This is an optimization exercise on Yosys and OpenROAD, whose aim is small area, not a production implementation.
Function was checked by simulation only, so behaviour that the tests miss may differ from the original.
No activity file was given, so power comes from the tool's default toggle rates.

### flow/run.sh
#!/bin/bash
# synth_recipe.tcl (not shown) runs the flow's synth.tcl, then flattens the netlist and writes it again
# the make line also repeats each setting of config.mk as NAME=value (left out here)
make -C /OpenROAD-flow-scripts/flow DESIGN_CONFIG=/design/flow/config.mk WORK_HOME=/design/flow/orfs CLKGATE_MAP_FILE= SYNTH_SCRIPT=/design/flow/synth_recipe.tcl finish
### flow/config.mk
export PLATFORM = sky130hd
export DESIGN_NAME = eth_rx_stack
export DESIGN_NICKNAME = eth_rx_stack
export VERILOG_FILES = /design/flow/design.v
export SDC_FILE = /design/flow/constraint.sdc
export NUM_CORES = 4
export LEC_CHECK = 0
export CAP_MARGIN = 20
export CORE_MARGIN = 2
export CORE_UTILIZATION = 40
export SLEW_MARGIN = 20
### flow/constraint.sdc
create_clock -name core_clock -period 30.0 [get_ports {clk}]
set_input_delay 6.0000 -clock core_clock [delete_from_list [all_inputs] [get_ports {clk}]]
set_output_delay 6.0000 -clock core_clock [all_outputs]
set_load 0.01 [all_outputs]
### flow/design.v
module data_layer
(
	input					clk
	,input				rst_n				
	,input				Rx_mac_ra               
	,input	[31:0]	Rx_mac_data             
	,input	[1:0]		Rx_mac_BE               
	,input				Rx_mac_pa               
	,input				Rx_mac_sop              
	,input				Rx_mac_eop
	,output				upper_op_st
	,output				upper_op
	,output				upper_op_end
	,output	[31:0]	upper_data
	,output	[47:0]	source_addr_o
	,output	[47:0]	dest_addr_o
	,output	[15:0]	prot_type_o
);
reg	[47:0]	destination_r;
reg	[47:0]	source_r;
reg	[15:0]	protocol_r;
reg	[15:0]	word_cnt;
reg				upper_op_start_r;
reg				upper_op_stop_r;
reg				upper_op_stop_hold_r;
reg				upper_op_r;
reg				upper_op_hold_r;
reg	[47:0]	upper_data_r;
always @(posedge clk or negedge rst_n)
	if (!rst_n) 								word_cnt <= 16'b0;
	else if (Rx_mac_eop)						word_cnt <= 16'b0;
	else if (Rx_mac_pa)						word_cnt <= word_cnt + 1'b1;
always @(posedge clk or negedge rst_n)
	if (!rst_n) 									destination_r <= 48'b0;
	else if ((word_cnt == 0) & Rx_mac_pa)	destination_r[47:16] <= Rx_mac_data;
	else if ((word_cnt == 1) & Rx_mac_pa)	destination_r[15: 0] <= Rx_mac_data[31:16];
always @(posedge clk or negedge rst_n)
	if (!rst_n) 									source_r <= 48'b0;
	else if ((word_cnt == 1) & Rx_mac_pa)	source_r[47:32] <= Rx_mac_data[15: 0];
	else if ((word_cnt == 2) & Rx_mac_pa)	source_r[31: 0] <= Rx_mac_data;
always @(posedge clk or negedge rst_n)
	if (!rst_n) protocol_r <= 16'b0;
	else if ((word_cnt == 3) & Rx_mac_pa)	protocol_r <= Rx_mac_data[31:16];
always @(posedge clk or negedge rst_n)
	if (!rst_n) 									upper_op_start_r <= 1'b0;
	else if (upper_op_start_r)					upper_op_start_r <= 1'b0;
	else if ((word_cnt == 4) & Rx_mac_pa)	upper_op_start_r <= 1'b1;
always @(posedge clk or negedge rst_n)
	if (!rst_n) 									upper_op_stop_r <= 1'b0;
	else if (upper_op_stop_r)					upper_op_stop_r <= 1'b0;
	else if (upper_op_stop_hold_r)			upper_op_stop_r <= 1'b1;
	else if (Rx_mac_pa & Rx_mac_eop & !(Rx_mac_BE == 2'h0 | Rx_mac_BE == 2'h3))
														upper_op_stop_r <= 1'b1;
always @(posedge clk or negedge rst_n)
	if (!rst_n) 									upper_op_stop_hold_r <= 1'b0;
	else if (Rx_mac_pa & Rx_mac_eop & (Rx_mac_BE == 2'h0 | Rx_mac_BE == 2'h3))
														upper_op_stop_hold_r <= 1'b1;
	else 												upper_op_stop_hold_r <= 1'b0;
always @(posedge clk or negedge rst_n)
	if (!rst_n)										upper_op_r <= 1'b0;
	else if (upper_op_hold_r)					upper_op_r <= 1'b1;
	else if ((word_cnt >= 4) & Rx_mac_pa)	upper_op_r <= 1'b1;
	else 												upper_op_r <= 1'b0;
always @(posedge clk or negedge rst_n)
	if (!rst_n) 									upper_op_hold_r <= 1'b0;
	else if (Rx_mac_pa & Rx_mac_eop & (Rx_mac_BE == 2'h0 | Rx_mac_BE == 2'h3))
														upper_op_hold_r <= 1'b1;
	else 												upper_op_hold_r <= 1'b0;
always @(posedge clk or negedge rst_n)
	if (!rst_n) 									upper_data_r <= 48'b0;
	else if (Rx_mac_pa & Rx_mac_BE == 1)	upper_data_r <= {upper_data_r[15:0],  Rx_mac_data[31:24], 24'b0};
	else if (Rx_mac_pa & Rx_mac_BE == 2)	upper_data_r <= {upper_data_r[15:0],  Rx_mac_data[31:16], 16'b0};
	else if (Rx_mac_pa & Rx_mac_BE == 3)	upper_data_r <= {upper_data_r[15:0],  Rx_mac_data[31:8],   8'b0};
	else if (Rx_mac_pa)							upper_data_r <= {upper_data_r[15:0],  Rx_mac_data};
	else 												upper_data_r <= {upper_data_r[15:0],  32'b0};
assign source_addr_o = source_r;
assign dest_addr_o 	= destination_r;
assign prot_type_o	= protocol_r;
assign upper_op_st	= upper_op_start_r;
assign upper_op  		= upper_op_r;
assign upper_op_end	= upper_op_stop_r;
assign upper_data 	= upper_data_r[47:16];
endmodule
module network_layer
(
	input					clk
	,input				rst_n
	,input	[47:0]	dev_mac_addr_i
	,input				rcv_op_i
	,input				rcv_op_st_i
	,input				rcv_op_end_i
	,input	[31:0]	rcv_data_i
	,input	[47:0]	source_addr_i
	,input	[47:0]	dest_addr_i
	,input	[15:0]	prot_type_i
	,output				upper_op_st
	,output				upper_op
	,output				upper_op_end
	,output	[31:0]	upper_data
	,output	[15:0]	upper_data_len
	,output	[3:0]		version_num_o
	,output	[3:0]		header_len_o
	,output	[7:0]		service_type_o
	,output	[15:0]	total_len_o
	,output	[15:0]	packet_id_o
	,output	[2:0]		flags_o
	,output	[12:0]	frgmt_offset_o
	,output	[7:0]		ttl_o
	,output	[7:0]		prot_type_o
	,output	[15:0]	checksum_o
	,output	[31:0]	source_addr_o
	,output	[31:0]	dest_addr_o
	,output	[15:0]	crc_sum_o
	,output	[15:0]	pseudo_crc_sum_o
);
reg	[3:0]		version_num;
reg	[3:0]		header_len;
reg	[7:0]		service_type;
reg	[15:0]	total_len;
reg	[15:0]	packet_id;
reg	[2:0]		flags;
reg	[12:0]	frgmt_offset;
reg	[7:0]		ttl;
reg	[7:0]		prot_type;
reg	[15:0]	checksum;
reg	[31:0]	source_addr;
reg	[31:0]	dest_addr;
reg	[15:0]	word_cnt;
reg				upper_op_r;
reg				upper_op_start_r;
reg				upper_op_stop_r;
reg	[31:0]	upper_data_r;
reg	[15:0]	crc_sum_r;
wire	[31:0]	crc_sum_w;
wire	[31:0]	crc_sum_ww;
wire	[31:0]	pseudo_crc_sum_w;
wire	[31:0]	pseudo_crc_sum_ww;
wire	[15:0]	pseudo_crc_sum_www;
wire				upper_op_run_w;
wire				rcv_op;
wire				rcv_op_st;
wire				rcv_op_end;
wire	[31:0]	rcv_data;
wire				mac_check;
wire				prot_check;
assign mac_check	= dest_addr_i == dev_mac_addr_i;
assign prot_check	= prot_type_i == 16'h0800;	 
assign rcv_op		= rcv_op_i 		& mac_check & prot_check;
assign rcv_op_st	= rcv_op_st_i	& mac_check & prot_check;
assign rcv_op_end	= rcv_op_end_i	& mac_check & prot_check;
assign rcv_data	= (mac_check & prot_check)	? rcv_data_i : {32{1'b0}};
always @(posedge clk or negedge rst_n)
	if (!rst_n) 				word_cnt <= 16'b0;
	else if (rcv_op_end)		word_cnt <= 16'b0;
	else if (rcv_op)			word_cnt <= word_cnt + 1'b1;
always @(posedge clk or negedge rst_n)
	if (!rst_n) 									version_num <= 4'b0;
	else if (rcv_op_st & rcv_op)				version_num <= rcv_data[31:28];	
always @(posedge clk or negedge rst_n)
	if (!rst_n) 									header_len <= 4'b0;
	else if (rcv_op_st & rcv_op)				header_len <= rcv_data[27:24];
always @(posedge clk or negedge rst_n)
	if (!rst_n) 									service_type <= 8'b0;
	else if (rcv_op_st & rcv_op)				service_type <= rcv_data[23:16];
always @(posedge clk or negedge rst_n)
	if (!rst_n) 									total_len <= 16'b0;
	else if (rcv_op_st & rcv_op)				total_len <= rcv_data[15:0];
always @(posedge clk or negedge rst_n)
	if (!rst_n) 									packet_id <= 16'b0;
	else if (rcv_op & (word_cnt == 1))		packet_id <= rcv_data[31: 16];
always @(posedge clk or negedge rst_n)
	if (!rst_n) 									flags <= 3'b0;
	else if (rcv_op & (word_cnt == 1))		flags <= rcv_data[15:13];
always @(posedge clk or negedge rst_n)
	if (!rst_n) 									frgmt_offset <= 13'b0;
	else if (rcv_op & (word_cnt == 1))		frgmt_offset <= rcv_data[12:0];
always @(posedge clk or negedge rst_n)
	if (!rst_n) 									ttl <= 8'b0;
	else if (rcv_op & (word_cnt == 2))		ttl <= rcv_data[31:24];
always @(posedge clk or negedge rst_n)
	if (!rst_n) 									prot_type <= 8'b0;
	else if (rcv_op & (word_cnt == 2))		prot_type <= rcv_data[23:16];
always @(posedge clk or negedge rst_n)
	if (!rst_n) 									checksum <= 16'b0;
	else if (rcv_op & (word_cnt == 2))		checksum <= rcv_data[15:0];
always @(posedge clk or negedge rst_n)
	if (!rst_n) 									source_addr <= 32'b0;
	else if (rcv_op & (word_cnt == 3))		source_addr <= rcv_data;
always @(posedge clk or negedge rst_n)
	if (!rst_n) 									dest_addr <= 32'b0;
	else if (rcv_op & (word_cnt == 4))		dest_addr <= rcv_data;
always @(posedge clk or negedge rst_n)
	if (!rst_n)												crc_sum_r <= 16'b0;
	else if (rcv_op & rcv_op_st)						crc_sum_r <= crc_sum_ww;
	else if (rcv_op & (word_cnt < header_len))	crc_sum_r <= crc_sum_ww;
assign crc_sum_w = 	(rcv_op & rcv_op_st)						? 	(rcv_data[31:16] + rcv_data[15:0]) :
							(rcv_op & (word_cnt < header_len))	? 	(crc_sum_r + rcv_data[31:16] + rcv_data[15:0]) : 32'b0;
assign crc_sum_ww = crc_sum_w[15:0] + crc_sum_w[31:16];
assign pseudo_crc_sum_w = source_addr[31:16] + source_addr[15:0] + dest_addr[31:16] + dest_addr[15:0] + prot_type[7:0] + (total_len[15:0] - (header_len * 4'd4));
assign pseudo_crc_sum_ww = pseudo_crc_sum_w[31:16] + pseudo_crc_sum_w[15:0];
assign pseudo_crc_sum_www = pseudo_crc_sum_ww[31:16] + pseudo_crc_sum_ww[15:0];
always @(posedge clk or negedge rst_n)
	if (!rst_n) 									upper_op_start_r <= 1'b0;
	else if (upper_op_start_r)					upper_op_start_r <= 1'b0;
	else if (rcv_op & (word_cnt == header_len) & upper_op_run_w)
														upper_op_start_r <= 1'b1;
assign upper_op_run_w =	(word_cnt >= 5) & (crc_sum_r == 16'hffff);
always @(posedge clk or negedge rst_n)
	if (!rst_n) 									upper_op_stop_r <= 1'b0;
	else if (upper_op_stop_r)					upper_op_stop_r <= 1'b0;
	else if (rcv_op & rcv_op_end & upper_op_run_w)				
														upper_op_stop_r <= 1'b1;
always @(posedge clk or negedge rst_n)
	if (!rst_n)										upper_op_r <= 1'b0;
	else if (rcv_op & upper_op_run_w & (word_cnt >= header_len))
														upper_op_r <= 1'b1;
	else 												upper_op_r <= 1'b0;
always @(posedge clk or negedge rst_n)
	if (!rst_n) 								upper_data_r <= 32'b0;
	else if (rcv_op & upper_op_run_w & (word_cnt >= header_len))
													upper_data_r <= rcv_data;	
	else 											upper_data_r <= 32'b0;													
assign version_num_o		= version_num;
assign header_len_o		= header_len;
assign service_type_o	= service_type;
assign total_len_o		= total_len;
assign packet_id_o		= packet_id;
assign flags_o				= flags;
assign frgmt_offset_o	= frgmt_offset;
assign ttl_o				= ttl;
assign prot_type_o		= prot_type;
assign checksum_o			= checksum;
assign source_addr_o		= source_addr;
assign dest_addr_o		= dest_addr;
assign crc_sum_o			= crc_sum_r;
assign pseudo_crc_sum_o = pseudo_crc_sum_www;
assign upper_op_st		= upper_op_start_r;
assign upper_op			= upper_op_r;
assign upper_op_end		= upper_op_stop_r;
assign upper_data			= upper_data_r;
assign upper_data_len	= total_len - (4*header_len);				
endmodule
module arp_receiver
(
	input					clk
	,input				rst_n
	,input	[31:0]	dev_ip_addr_i
	,input				rcv_op_i
	,input				rcv_op_st_i
	,input				rcv_op_end_i
	,input	[31:0]	rcv_data_i
	,input	[47:0]	source_addr_i
	,input	[47:0]	dest_addr_i
	,input	[15:0]	prot_type_i
	,output	[47: 0]	sender_haddr_o
	,output	[31: 0]	sender_paddr_o
	,output	[47: 0]	target_haddr_o
	,output	[31: 0]	target_paddr_o
	,output				op_cmplt_o
);
reg	[15:0]	hardw_type;
reg	[15:0]	prot_type;
reg	[ 7:0]	hardw_length;
reg	[ 7:0]	prot_length;
reg	[15:0]	operation_code;
reg	[47:0]	sender_hardw_addr;
reg	[31:0]	sender_prot_addr;
reg	[47:0]	target_hardw_addr;
reg	[31:0]	target_prot_addr;
reg	[15:0]	word_cnt;
reg				op_cmplt;
wire				rcv_op;
wire				rcv_op_st;
wire				rcv_op_end;
wire	[31:0]	rcv_data;
wire				mac_check;
wire				prot_check;
assign mac_check	= 1'b1; 
assign prot_check	= prot_type_i == 16'h0806;	 
assign rcv_op		= rcv_op_i 		& mac_check & prot_check;
assign rcv_op_st	= rcv_op_st_i	& mac_check & prot_check;
assign rcv_op_end	= rcv_op_end_i	& mac_check & prot_check;
assign rcv_data	= (mac_check & prot_check)	? rcv_data_i : {32{1'b0}};
always @(posedge clk or negedge rst_n)
	if (!rst_n) 				word_cnt <= 16'b0;
	else if (rcv_op_end)		word_cnt <= 16'b0;
	else if (rcv_op)			word_cnt <= word_cnt + 1'b1;
always @(posedge clk or negedge rst_n)
	if (!rst_n) 									hardw_type <= 16'b0;
	else if (rcv_op_st & rcv_op)				hardw_type <= rcv_data[31:16];
always @(posedge clk or negedge rst_n)
	if (!rst_n) 									prot_type <= 16'b0;
	else if (rcv_op_st & rcv_op)				prot_type <= rcv_data[15:0];
always @(posedge clk or negedge rst_n)
	if (!rst_n) 									hardw_length <= 8'b0;
	else if (rcv_op & (word_cnt == 1))		hardw_length <= rcv_data[31:24];
always @(posedge clk or negedge rst_n)
	if (!rst_n) 									prot_length <= 8'b0;
	else if (rcv_op & (word_cnt == 1))		prot_length <= rcv_data[23:16];
always @(posedge clk or negedge rst_n)
	if (!rst_n) 									operation_code <= 16'b0;
	else if (rcv_op & (word_cnt == 1))		operation_code <= rcv_data[15:0];
always @(posedge clk or negedge rst_n)
	if (!rst_n) 									sender_hardw_addr <= 48'b0;
	else if (rcv_op & (word_cnt == 2))		sender_hardw_addr[47:16] <= rcv_data[31 :0];
	else if (rcv_op & (word_cnt == 3))		sender_hardw_addr[15: 0] <= rcv_data[31:16];
always @(posedge clk or negedge rst_n)
	if (!rst_n) 									sender_prot_addr <= 32'b0;
	else if (rcv_op & (word_cnt == 3))		sender_prot_addr[31:16] <= rcv_data[15: 0];
	else if (rcv_op & (word_cnt == 4))		sender_prot_addr[15: 0] <= rcv_data[31:16];
always @(posedge clk or negedge rst_n)
	if (!rst_n) 									target_hardw_addr <= 48'b0;
	else if (rcv_op & (word_cnt == 4))		target_hardw_addr[47:32] <= rcv_data[15: 0];
	else if (rcv_op & (word_cnt == 5))		target_hardw_addr[31: 0] <= rcv_data[31: 0];
always @(posedge clk or negedge rst_n)
	if (!rst_n) 									target_prot_addr <= 32'b0;
	else if (rcv_op & (word_cnt == 6))		target_prot_addr <= rcv_data[31:0];
always @(posedge clk or negedge rst_n)
	if (!rst_n) 									op_cmplt <= 1'b0;
	else if (op_cmplt)							op_cmplt <= 1'b0;	
	else if (rcv_op & (word_cnt == 6))		op_cmplt <= 1'b1;
assign sender_haddr_o	= sender_hardw_addr;
assign sender_paddr_o	= sender_prot_addr;
assign target_haddr_o	= target_hardw_addr;
assign target_paddr_o	= target_prot_addr;
assign op_cmplt_o			= op_cmplt	& (hardw_type == 1)  
												& (prot_type == 16'h0800) 
												& (operation_code == 1) 
												& (target_prot_addr == dev_ip_addr_i) ;
endmodule
module transport_layer
(
	input					clk
	,input				rst_n
	,input	[31:0]	dev_ip_addr_i
	,input				rcv_op_st_i
	,input				rcv_op_i
	,input				rcv_op_end_i
	,input	[31:0]	rcv_data_i
	,input	[15:0]	rcv_data_len_i
	,input	[31:0]	src_ip_addr_i
	,input	[31:0]	dst_ip_addr_i
	,input	[7:0]		prot_type_i
	,input	[15:0]	pseudo_crc_sum_i
	,output	[15:0]	source_port_o
	,output	[15:0]	dest_port_o
	,output	[15:0]	data_length_o
	,output	[31:0]	seq_num_o
	,output	[31:0]	ack_num_o
	,output	[5 :0]	tcp_flags_o		
	,output	[95:0]	options_o
	,output	[ 3:0]	tcp_head_len_o
	,output	[15:0]	tcp_window_o
	,output				upper_op_st
	,output				upper_op
	,output				upper_op_end
	,output	[31:0]	upper_data
	,output	[ 1:0]	upper_data_be
	,output	[15:0]	crc_sum_o
	,output				crc_check_o
	,output	[15:0]	test_word_cnt
	,output	[ 1:0]	shift_be_o
	,output	[31:0]	shift_test_o
	,output				shift_st_o
	,output				shift_end_o
	,output	[15:0]	shift_len_o	
	,output				shift_upper_o
	,output	[15:0]	shift_word_cnt_o
	,output	[31:0]	shift_test2_o
	,output	[ 1:0]	shift_be2_o		
);
parameter	OPTIONS_SIZE = 4'd4;
reg	[15:0]	source_port;
reg	[15:0]	dest_port;
reg	[31:0]	seq_num;
reg	[31:0]	ack_num;
reg	[ 3:0]	tcp_head_len;
reg	[ 5:0]	tcp_flags;
reg	[15:0]	tcp_window;
reg	[15:0]	packet_length;
reg	[15:0]	checksum;
reg	[15:0]	urgent_ptr;
reg	[32*OPTIONS_SIZE -1 :0]	options_reg;
reg	[15:0]	word_cnt;
reg	[15:0]	data_word_cnt;
reg				upper_op_start_r;
reg				upper_op_r;
reg				upper_op_stop_r;
reg	[31:0]	upper_data_r;
reg	[ 1:0]	data_be_r;
reg	[31:0]	crc_dat_r;
wire	[31:0]	crc_head_w;
wire	[31:0]	crc_head_ww;
wire	[15:0]	crc_head_www;
wire	[31:0]	crc_dat;
wire	[31:0]	crc_dat_w;
wire	[31:0]	crc_dat_ww;
wire	[15:0]	crc_dat_www;
wire	[31:0]	crc_sum_w;
wire	[31:0]	crc_sum_ww;
wire	[15:0]	crc_sum_www;
wire	[ 1:0]	data_be;
wire	[15:0]	data_length;
wire				rcv_op_st;
wire				rcv_op;
wire				rcv_op_end;
wire	[31:0]	rcv_data;
wire	[15:0]	rcv_data_len;
wire	[15:0]	pseudo_crc_sum;
wire				tcp_prot;
wire				ip_check;
assign tcp_prot = prot_type_i == 8'd06;
assign ip_check = dev_ip_addr_i == dst_ip_addr_i;
assign rcv_op				= rcv_op_i 		& tcp_prot & ip_check;
assign rcv_op_st			= rcv_op_st_i	& tcp_prot & ip_check;
assign rcv_op_end			= rcv_op_end_i	& tcp_prot & ip_check;
assign rcv_data			= (tcp_prot & ip_check) ? rcv_data_i 			: {32{1'b0}};
assign rcv_data_len		= (tcp_prot & ip_check) ? rcv_data_len_i		: {16{1'b0}};
assign pseudo_crc_sum	= (tcp_prot & ip_check) ? pseudo_crc_sum_i	: {16{1'b0}};
always @(posedge clk or negedge rst_n)
	if (!rst_n) 						word_cnt <= 16'b0;
	else if (rcv_op_end)				word_cnt <= 16'b0;
	else if (rcv_op & tcp_prot)	word_cnt <= word_cnt + 1'b1;
always @(posedge clk or negedge rst_n)
	if (!rst_n) 												source_port <= 16'b0;
	else if (rcv_op_st & rcv_op)							source_port <= rcv_data[31:16];
always @(posedge clk or negedge rst_n)
	if (!rst_n) 												dest_port <= 16'b0;
	else if (rcv_op_st & rcv_op)							dest_port <= rcv_data[15:0];
always @(posedge clk or negedge rst_n)
	if (!rst_n) 												packet_length <= 16'b0;
	else if (rcv_op_st & rcv_op)							packet_length <= rcv_data_len;
always @(posedge clk or negedge rst_n)
	if (!rst_n) 												seq_num <= 32'b0;
	else if (rcv_op & (word_cnt == 1) )					seq_num <= rcv_data;
always @(posedge clk or negedge rst_n)
	if (!rst_n) 												ack_num <= 32'b0;
	else if (rcv_op & (word_cnt == 2))					ack_num <= rcv_data;
always @(posedge clk or negedge rst_n)
	if (!rst_n) 												tcp_head_len <= 4'b0;
	else if (rcv_op & (word_cnt == 3))					tcp_head_len <= rcv_data[31:28];
always @(posedge clk or negedge rst_n)
	if (!rst_n) 												tcp_flags <= 6'b0;
	else if (rcv_op & (word_cnt == 3))					tcp_flags <= rcv_data[21:16];
always @(posedge clk or negedge rst_n)
	if (!rst_n) 												tcp_window <= 16'b0;
	else if (rcv_op & (word_cnt == 3))					tcp_window <= rcv_data[15:0];
always @(posedge clk or negedge rst_n)
	if (!rst_n) 												checksum <= 16'b0;
	else if (rcv_op & (word_cnt == 4))					checksum <= rcv_data[31:16];
always @(posedge clk or negedge rst_n)
	if (!rst_n) 												urgent_ptr <= 16'b0;
	else if (rcv_op & (word_cnt == 4))					urgent_ptr <= rcv_data[15:0];
always @(posedge clk or negedge rst_n)
	if (!rst_n) 												options_reg <= {(32*OPTIONS_SIZE){1'b0}};
	else if (rcv_op_st & rcv_op)							options_reg <= {(32*OPTIONS_SIZE){1'b0}};
	else if (rcv_op & (word_cnt == 5) & (word_cnt < tcp_head_len))
																	options_reg[31:0] <= rcv_data;
	else if (rcv_op & (word_cnt == 6) & (word_cnt < tcp_head_len))
																	options_reg[63:32] <= rcv_data;
	else if (rcv_op & (word_cnt == 7) & (word_cnt < tcp_head_len))
																	options_reg[95:64] <= rcv_data;
	else if (rcv_op & (word_cnt == 8) & (word_cnt < tcp_head_len))
																	options_reg[127:96] <= rcv_data;
assign crc_head_w =	source_port + dest_port + seq_num[31:16] + seq_num[15:0] + ack_num[31:16] + ack_num[15:0] + 
							{tcp_head_len, 6'b0, tcp_flags} + tcp_window + checksum + urgent_ptr; 
assign crc_head_ww = crc_head_w[31:16] + crc_head_w[15:0];
assign crc_head_www = crc_head_ww[31:16] + crc_head_ww[15:0];
always @(posedge clk or negedge rst_n)
	if (!rst_n) 												upper_data_r <= 32'b0;
	else if (rcv_op & (word_cnt >= 5) & (word_cnt >= tcp_head_len) & ((word_cnt << 2) < packet_length))
																	upper_data_r <= rcv_data;
	else 															upper_data_r <= 32'b0;
always @(posedge clk or negedge rst_n)
	if (!rst_n) 												upper_op_start_r <= 1'b0;
	else if (upper_op_start_r)								upper_op_start_r <= 1'b0;
	else if (rcv_op & (word_cnt == tcp_head_len) & (packet_length > (tcp_head_len * 4)))
																	upper_op_start_r <= 1'b1;
always @(posedge clk or negedge rst_n)
	if (!rst_n) 												upper_op_stop_r <= 1'b0;
	else if (upper_op_stop_r)								upper_op_stop_r <= 1'b0;
	else if (rcv_op & (word_cnt >= 4) & ((word_cnt + 1 << 2) >= packet_length) & ((word_cnt << 2) < packet_length))	
																	upper_op_stop_r <= 1'b1;
always @(posedge clk or negedge rst_n)
	if (!rst_n)													upper_op_r <= 1'b0;																	
	else if (rcv_op & (word_cnt >= 5) & (word_cnt >= tcp_head_len) & ((word_cnt << 2) < packet_length))
																	upper_op_r <= 1'b1;																
	else 															upper_op_r <= 1'b0;
always @(posedge clk or negedge rst_n)
	if (!rst_n)													crc_dat_r <= 32'b0;
	else if (rcv_op & rcv_op_st)							crc_dat_r <= 32'b0;
	else if (rcv_op & (word_cnt >= 5) & ((word_cnt << 2) < packet_length))
																	crc_dat_r <= crc_dat;
assign crc_dat   =	(data_be == 2'b00) ? crc_dat_r +  rcv_data[31:16] +  rcv_data[15:0]			:
							(data_be == 2'b11) ? crc_dat_r +  rcv_data[31:16] + {rcv_data[15:8], 8'b0}	:
							(data_be == 2'b10) ? crc_dat_r +  rcv_data[31:16] 									:
							(data_be == 2'b01) ? crc_dat_r + {rcv_data[31:24], 8'b0}							: 32'b0;
assign crc_dat_w   = crc_dat_r [31:16] + crc_dat_r [15:0];						
assign crc_dat_ww  = crc_dat_w [31:16] + crc_dat_w [15:0];
assign crc_dat_www = crc_dat_ww[31:16] + crc_dat_ww[15:0];
assign crc_sum_w   = crc_head_www + crc_dat_www + pseudo_crc_sum;
assign crc_sum_ww  = crc_sum_w [31:16] + crc_sum_w [15:0];
assign crc_sum_www = crc_sum_ww[31:16] + crc_sum_ww[15:0];
assign data_length = packet_length - (tcp_head_len * 4);
assign data_be = (((packet_length - (word_cnt << 2)) == 3) ? 2'b11 :
						((packet_length - (word_cnt << 2)) == 2) ? 2'b10 :
						((packet_length - (word_cnt << 2)) == 1) ? 2'b01 : 2'b00);
always @(posedge clk or negedge rst_n)
	if (!rst_n) 												data_be_r <= 2'b0;
	else if (rcv_op & (word_cnt >= 5) & (word_cnt >= tcp_head_len) & ((word_cnt << 2) < packet_length))
																	data_be_r <= data_be;
	else 															data_be_r <= 2'b0;
assign source_port_o		= source_port;
assign dest_port_o		= dest_port;
assign data_length_o		= packet_length;
assign crc_sum_o			= crc_sum_www;
assign crc_check_o		= crc_sum_www == 16'hFFFF;
assign upper_op_st		= upper_op_start_r;
assign upper_op			= upper_op_r;
assign upper_op_end		= upper_op_stop_r;
assign upper_data			= upper_data_r;
assign upper_data_be		= data_be_r;
assign seq_num_o			= seq_num;
assign ack_num_o			= ack_num;
assign tcp_flags_o		= tcp_flags;
assign tcp_head_len_o	= tcp_head_len;
assign options_o			= options_reg[95:0];
assign tcp_window_o		= tcp_window;
assign test_word_cnt		= word_cnt << 2;
parameter SHIFT_NUM = 20;
reg [(SHIFT_NUM*32) - 1: 0] shift_mas;
reg [(SHIFT_NUM*32) - 1: 0] shift_mas2;
reg [(SHIFT_NUM) - 1: 0] shift_st;
reg [(SHIFT_NUM) - 1: 0] shift_end;
reg [(SHIFT_NUM) - 1: 0] shift_upper;
reg [(SHIFT_NUM*16) - 1: 0] shift_len;
reg [(SHIFT_NUM*16) - 1: 0] shift_word_cnt;
reg [(SHIFT_NUM*2) - 1: 0] shift_be;
reg [(SHIFT_NUM*2) - 1: 0] shift_be2;
wire	[15:0] word_cnt_shft = (word_cnt << 2);
wire	[31:0] shift_mas_w		= (rcv_op & (word_cnt >= 5) & (word_cnt >= tcp_head_len) & ((word_cnt << 2) < packet_length)) ? rcv_data : 32'b0;
wire 	 		 shift_op_start_w	= (rcv_op & (word_cnt == tcp_head_len) & (packet_length > (tcp_head_len * 4))) ? 1'b1 : 1'b0;
wire			 shift_op_end_w	= (rcv_op & (word_cnt >= 4) & ((word_cnt + 1 << 2) >= packet_length) & ((word_cnt << 2) < packet_length)) ? 1'b1 : 1'b0;
wire			 shift_op_w			= (rcv_op & (word_cnt >= 5) & (word_cnt >= tcp_head_len) & ((word_cnt << 2) < packet_length)) ? 1'b1 : 1'b0;
always @(posedge clk or negedge rst_n)
	if (!rst_n)	
					shift_mas <= 0;
	else if (rcv_op  )
					shift_mas <= {shift_mas[((SHIFT_NUM-1)*32) - 1: 0], shift_mas_w};
always @(posedge clk or negedge rst_n)
	if (!rst_n)	
					shift_mas2 <= 0;
	else if (upper_op_r  )
					shift_mas2 <= {shift_mas2[((SHIFT_NUM-1)*32) - 1: 0], upper_data_r};	
always @(posedge clk or negedge rst_n)
	if (!rst_n)	
					shift_be2 <= 0;
	else if (upper_op_r  )
					shift_be2 <= {shift_be2[((SHIFT_NUM-1)*2) - 1: 0], data_be_r};			
always @(posedge clk or negedge rst_n)
	if (!rst_n)	
					shift_len <= 0;
	else if (rcv_op  )
					shift_len <= {shift_len[((SHIFT_NUM-1)*16) - 1: 0], packet_length};	
always @(posedge clk or negedge rst_n)
	if (!rst_n)	
					shift_word_cnt <= 0;
	else if (rcv_op  )
					shift_word_cnt <= {shift_word_cnt[((SHIFT_NUM-1)*16) - 1: 0], word_cnt_shft};	
always @(posedge clk or negedge rst_n)
	if (!rst_n)	
					shift_st <= 0;
	else if (rcv_op  )
					shift_st <= {shift_st[((SHIFT_NUM-1)) - 1: 0], shift_op_start_w};				
always @(posedge clk or negedge rst_n)
	if (!rst_n)	
					shift_end <= 0;
	else if (rcv_op  )
					shift_end <= {shift_end[((SHIFT_NUM-1)) - 1: 0], shift_op_end_w};	
always @(posedge clk or negedge rst_n)
	if (!rst_n)	
					shift_upper <= 0;
	else if (rcv_op  )
					shift_upper <= {shift_upper[((SHIFT_NUM-1)) - 1: 0], shift_op_w};					
always @(posedge clk or negedge rst_n)
	if (!rst_n)	
					shift_be <= 0;
	else if (rcv_op  )
					shift_be <= {shift_be[((SHIFT_NUM-1)*2) - 1: 0], data_be};					
assign shift_test_o = shift_mas[((SHIFT_NUM-1)*32) +: 32];				
assign shift_st_o = shift_st[((SHIFT_NUM-1)) +: 1];
assign shift_end_o = shift_end[((SHIFT_NUM-1)) +: 1];
assign shift_len_o =  shift_len[((SHIFT_NUM-1)*16) +: 16];					
assign shift_be_o = shift_be[((SHIFT_NUM-1)*2) +: 2];	
assign shift_upper_o = shift_upper[((SHIFT_NUM-1)) +: 1];
assign shift_word_cnt_o = shift_word_cnt[((SHIFT_NUM-1)*16) +: 16];
assign shift_test2_o = shift_mas2[((SHIFT_NUM-1)*32) +: 32];
assign shift_be2_o = shift_be2[((SHIFT_NUM-1)*2) +: 2];	
endmodule
module eth_rx_stack
(
	input					clk
	,input				rst_n
	,input	[47:0]	dev_mac_addr_i
	,input	[31:0]	dev_ip_addr_i
	,input	[31:0]	rx_data_i
	,input	[ 1:0]	rx_be_i
	,input				rx_pa_i
	,input				rx_sop_i
	,input				rx_eop_i
	,output	[47:0]	eth_src_addr_o
	,output	[31:0]	ip_src_addr_o
	,output	[15:0]	ip_data_len_o
	,output	[47:0]	arp_sender_haddr_o
	,output	[31:0]	arp_sender_paddr_o
	,output				arp_op_cmplt_o
	,output	[15:0]	tcp_src_port_o
	,output	[15:0]	tcp_dst_port_o
	,output	[31:0]	tcp_seq_num_o
	,output	[31:0]	tcp_ack_num_o
	,output	[ 5:0]	tcp_flags_o
	,output	[ 3:0]	tcp_head_len_o
	,output	[15:0]	tcp_window_o
	,output				tcp_data_st_o
	,output				tcp_data_op_o
	,output				tcp_data_end_o
	,output	[31:0]	tcp_data_o
	,output	[ 1:0]	tcp_data_be_o
	,output				tcp_crc_check_o
);
wire				dl_up_op_st;
wire				dl_up_op;
wire				dl_up_op_end;
wire	[31:0]	dl_up_data;
wire	[47:0]	dl_source_addr;
wire	[47:0]	dl_dest_addr;
wire	[15:0]	dl_prot_type;
wire				nl_up_op_st;
wire				nl_up_op;
wire				nl_up_op_end;
wire	[31:0]	nl_up_data;
wire	[15:0]	nl_up_data_len;
wire	[ 7:0]	nl_prot_type;
wire	[31:0]	nl_source_addr;
wire	[31:0]	nl_dest_addr;
wire	[15:0]	nl_pseudo_crc;
data_layer data_layer
(
	.clk					(	clk				)
	,.rst_n				(	rst_n				)
	,.Rx_mac_ra			(	1'b0				)
	,.Rx_mac_data		(	rx_data_i		)
	,.Rx_mac_BE			(	rx_be_i			)
	,.Rx_mac_pa			(	rx_pa_i			)
	,.Rx_mac_sop		(	rx_sop_i			)
	,.Rx_mac_eop		(	rx_eop_i			)
	,.upper_op_st		(	dl_up_op_st		)
	,.upper_op			(	dl_up_op			)
	,.upper_op_end		(	dl_up_op_end	)
	,.upper_data		(	dl_up_data		)
	,.source_addr_o	(	dl_source_addr	)
	,.dest_addr_o		(	dl_dest_addr	)
	,.prot_type_o		(	dl_prot_type	)
);
network_layer network_layer
(
	.clk					(	clk					)
	,.rst_n				(	rst_n					)
	,.dev_mac_addr_i	(	dev_mac_addr_i		)
	,.rcv_op_st_i		(	dl_up_op_st			)
	,.rcv_op_i			(	dl_up_op				)
	,.rcv_op_end_i		(	dl_up_op_end		)
	,.rcv_data_i		(	dl_up_data			)
	,.source_addr_i	(	dl_source_addr		)
	,.dest_addr_i		(	dl_dest_addr		)
	,.prot_type_i		(	dl_prot_type		)
	,.upper_op_st		(	nl_up_op_st			)
	,.upper_op			(	nl_up_op				)
	,.upper_op_end		(	nl_up_op_end		)
	,.upper_data		(	nl_up_data			)
	,.upper_data_len	(	nl_up_data_len		)
	,.version_num_o	(	)
	,.header_len_o		(	)
	,.service_type_o	(	)
	,.total_len_o		(	)
	,.packet_id_o		(	)
	,.flags_o			(	)
	,.frgmt_offset_o	(	)
	,.ttl_o				(	)
	,.prot_type_o		(	nl_prot_type		)
	,.checksum_o		(	)
	,.source_addr_o	(	nl_source_addr		)
	,.dest_addr_o		(	nl_dest_addr		)
	,.crc_sum_o			(	)
	,.pseudo_crc_sum_o(	nl_pseudo_crc		)
);
arp_receiver arp_receiver
(
	.clk					(	clk					)
	,.rst_n				(	rst_n					)
	,.dev_ip_addr_i	(	dev_ip_addr_i		)
	,.rcv_op_st_i		(	dl_up_op_st			)
	,.rcv_op_i			(	dl_up_op				)
	,.rcv_op_end_i		(	dl_up_op_end		)
	,.rcv_data_i		(	dl_up_data			)
	,.source_addr_i	(	dl_source_addr		)
	,.dest_addr_i		(	dl_dest_addr		)
	,.prot_type_i		(	dl_prot_type		)
	,.sender_haddr_o	(	arp_sender_haddr_o	)
	,.sender_paddr_o	(	arp_sender_paddr_o	)
	,.target_haddr_o	(	)
	,.target_paddr_o	(	)
	,.op_cmplt_o		(	arp_op_cmplt_o		)
);
transport_layer transport_layer
(
	.clk					(	clk				)
	,.rst_n				(	rst_n				)
	,.dev_ip_addr_i	(	dev_ip_addr_i	)
	,.rcv_op_st_i		(	nl_up_op_st		)
	,.rcv_op_i			(	nl_up_op			)
	,.rcv_op_end_i		(	nl_up_op_end	)
	,.rcv_data_i		(	nl_up_data		)
	,.rcv_data_len_i	(	nl_up_data_len	)
	,.src_ip_addr_i	(	nl_source_addr	)
	,.dst_ip_addr_i	(	nl_dest_addr	)
	,.prot_type_i		(	nl_prot_type	)
	,.pseudo_crc_sum_i(	nl_pseudo_crc	)
	,.source_port_o	(	tcp_src_port_o		)
	,.dest_port_o		(	tcp_dst_port_o		)
	,.data_length_o	(	)
	,.seq_num_o			(	tcp_seq_num_o		)
	,.ack_num_o			(	tcp_ack_num_o		)
	,.tcp_flags_o		(	tcp_flags_o			)
	,.options_o			(	)
	,.tcp_head_len_o	(	tcp_head_len_o		)
	,.tcp_window_o		(	tcp_window_o		)
	,.upper_op_st		(	tcp_data_st_o		)
	,.upper_op			(	tcp_data_op_o		)
	,.upper_op_end		(	tcp_data_end_o		)
	,.upper_data		(	tcp_data_o			)
	,.upper_data_be	(	tcp_data_be_o		)
	,.crc_sum_o			(	)
	,.crc_check_o		(	tcp_crc_check_o	)
	,.test_word_cnt	(	)
	,.shift_be_o		(	)
	,.shift_test_o		(	)
	,.shift_st_o		(	)
	,.shift_end_o		(	)
	,.shift_len_o		(	)
	,.shift_upper_o	(	)
	,.shift_word_cnt_o(	)
	,.shift_test2_o	(	)
	,.shift_be2_o		(	)
);
assign eth_src_addr_o	= dl_source_addr;
assign ip_src_addr_o		= nl_source_addr;
assign ip_data_len_o		= nl_up_data_len;
endmodule
==> reports/metrics.yaml <==
peakVddDrop_mv: 0.0509
chipWidth_um: 361
postCtsHoldBufs: 0
worstPathMaxFanout: 5
via_per_inst: 5.52
grt_usage: 0.251
skew_ns: 0.0613
antenna_found_initial: 19
fin_crit_sh: 0.791
initial_utilization: 0.404
grt_max_degree: 174
regArea_um2: 19300
power_per_cell_area_nw_per_um2: 42.1
met1Wirelength_mm: 72.8
p_leak_nw: 28.3
vias: 39700
tns_ns: 0
worst_hold_slack_ns: 0.347
rsz0062_at_grt: "false"
reg2reg_slack_ns: 21.92
maxCapViolations: 0
dp_cells: 7013
netlist_instances: 5027
die_height_um: 361
postCtsResizedCells: 0
drt-wirelength-per-cell_um: 23.0
numCtsBuffers: 90
cp.required_ns: 24.00
syn-cell-area_um2: 51000
yosysWarnings: 4
place.gp.congestion: 0.918
fmax_mhz: 42.2
syn_nets: 5639
num_rows: 130
path_clk_slew_ns: 0.06
top_layer: "met5"
cts_tree: "built"
multiInputGateArea_um2: 29800
yosys_most_used_dff: "dfrtp_1"
synthArstFlopShare: 1.00
detail-route-antenna-nets: 0
wl_met3_mm: 10.4
cpMostUsedCell: "ha_1"
dr.pass1.iters: 5
arrival_ns: 17.72
grt_overflow: 0
syn2layout_area_growth_pct: 18.9
period_needed_ns: 23.72
slew_violations: 0
post-cts-setup-buffer-count: 0
cp-end-kind: "output port"
tightest_slew_ns: 1.18
instances_no_fill: 7186
cts_root_buf: "clkbuf_16"
synth_seq_cells: 771
grt_pass1_vias: 39500
fin_nets: 6069
drt_wl_total_mm: 165
hold_viol_final: 0
synth-seq-area-share: 0.378
dpl.hpwl_mm: 124
clk_latency_ns: 0.72
path_class: "reg -> out"
ios: 456
core_area_um2: 126000
drt_iter0_drc: 3033
synth_edf_count: 0
worst_setup_path_start_kind: "flip-flop"
crit_path_max_incr_delay_ns: 0.60
synth.avg_cell_area_um2: 10.1
critPathSlowestCell: "clkdlybuf4s50_1"
grt_pass1_wl_mm: 249
h-tree-depth: 3
wl_met2_mm: 77.6
drc: 0
setup_viol: 0
timing.slew.headroom: 0.212
p_total_w: 0.00255
hold_class: "reg -> reg"
cts_sinks: 771
fillers: 11700
ys_types: 102
drive_above_1_share: 0.133
io_buffers: 454
status: "complete, no violations"
clk_path_buf_depth: 3
die-area_um2: 130000
-- worst max-delay path, delay by kind of cell, from the launching register on --
family,cells,cell delay (ns)
compound gates,31,5.95
xor+xnor,5,1.02
fa+ha+maj,15,4.96
buf+inv,5,0.89
flops,1,0.37
simple gates,18,3.76
-- flip-flops by register name (all words and copies together) (netlist names), 48 cells and up --
signal and count:
data_layer.source_r 48, data_layer.upper_data_r 48, data_layer.destination_r 48, arp_receiver.sender_hardw_addr 48
-- cell usage after synthesis (11+ instances only) --
master     instances  area share
ha_1             332       0.081
o21a_1            34      0.0050
a211o_1           11      0.0019
nor2_1           304       0.022
nand2b_1          33      0.0040
o2111ai_1         14      0.0024
o211ai_1          33      0.0049
o31ai_1           12      0.0018
and2_1           181       0.022
inv_1            333       0.025
xor2_1           218       0.037
a31oi_1           21      0.0026
dfrtp_1          771        0.38
nor3_1           106       0.010
a211oi_1          36      0.0053
buf_1             24      0.0018
mux2_2           464        0.10
buf_4             14      0.0021
a21o_1            74       0.011
a2111oi_0         11      0.0019
clkbuf_1          98      0.0072
o21bai_1          25      0.0037
nor3b_1           17      0.0025
nand4_1           64      0.0079
nand3_1          127       0.012
xnor2_1          234       0.040
nand2_1          362       0.027
nor2b_1           43      0.0053
and3_1            52      0.0064
or2_2             21      0.0026
nor4b_1           14      0.0024
buf_2             14      0.0014
a22oi_1           17      0.0025
o22ai_1           11      0.0013
nor4_1            70      0.0086
clkbuf_2          19      0.0019
or3_1             20      0.0025
fa_1             161       0.063
o21ai_0          241       0.024
a21oi_1          212       0.021
-- per-layer routing --
layer / vias up / GRT usage
met2: 1193 / 0.414
met5: - / 0
li1: 18500 / -
met4: 2 / 0.0663
met1: 19800 / 0.337
met3: 237 / 0.0477
-- placed cells by master, fill, tap and decap left out, drive strengths merged, types with 129 or more instances in the layout --
cell type | Yosys | routed
and2 | 184 | 184
nand3 | 129 | 129
o21ai | 249 | 249
inv | 333 | 338
nor2 | 305 | 305
ha | 332 | 332
xnor2 | 234 | 234
a21oi | 213 | 213
nand2 | 362 | 362
xor2 | 218 | 218
fa | 161 | 161
clkdlybuf4s50 | 0 | 453
dfrtp | 771 | 771
mux2 | 464 | 464
-- worst paths after layout --
kind,startpoint,end,cells after the start
setup / recovery,transport_layer.source_port[0],tcp_crc_check_o,74
hold / removal,data_layer.upper_data_r[3],data_layer.upper_data_r[35],0
setup reg to reg,data_layer.destination_r[26],network_layer.crc_sum_r[7],33
hold reg to reg,data_layer.upper_data_r[3],data_layer.upper_data_r[35],0
max in group asynchronous,rst_n,transport_layer.upper_data_r[21],5
min in group asynchronous,rst_n,network_layer.dest_addr[31],1
-- area by class of cell --
type,instances,share of cell area
inverter,334,0.0207
multi-input combinational,3753,0.491
sequential,771,0.318
tap,1650,0.0341
timing repair buffer,507,0.0827
antenna,6,0.000248
clock buffer,125,0.0426
clock inverter,40,0.0101
-- cells by family after synthesis --
group,Yosys count,synth area share
simple gates,1467,0.146
compound gates,867,0.110
flops,771,0.378
buf+inv,503,0.0389
fa+ha+maj,494,0.145
mux,473,0.104
xor+xnor,452,0.0777
-- where the power goes --
group,switching (W),internal (W)
Sequential,0.0000443,0.00110
Clock,0.000481,0.000702
Combinational,0.000104,0.000123
-- per-stage QoR --
stage          setup WS (ns)  utilization  area (um^2)
5_1_grt                 4.48        0.481        60600
2_1_floorplan           9.75            -        51000
3_5_place_dp            6.94        0.455        57300
4_1_cts                 6.13        0.480        60500
6_report                6.28        0.481        60600
3_3_place_gp            7.20        0.455        57300

static timing again, ports no longer ideal:
The flow's constraints put no driver on any port. The routed layout listed below was extracted and timed again, unchanged, in two steps.
Step 1: set_driving_cell puts a clkbuf_16 on clk and a buf_2 on each other input, an assumption about the parent block.
Step 2 also shifts input and output timing later by t, the mid clock arrival at the registers, as if the neighbouring blocks saw the same clock.
a / b / c = no drivers / after step 1 / after step 2; a / b = the first two.
shift t [ns]: 0.758
setup slack, ns: 6.279 / 6.207 / 6.966
hold WS [ns]: 0.347 / 0.347 / 0.347
pins driven straight from the clock port: 1
After both steps setup and hold are still met in this run. The setup slack of this run moves by -0.072 ns with the drivers and by +0.687 ns with both steps.
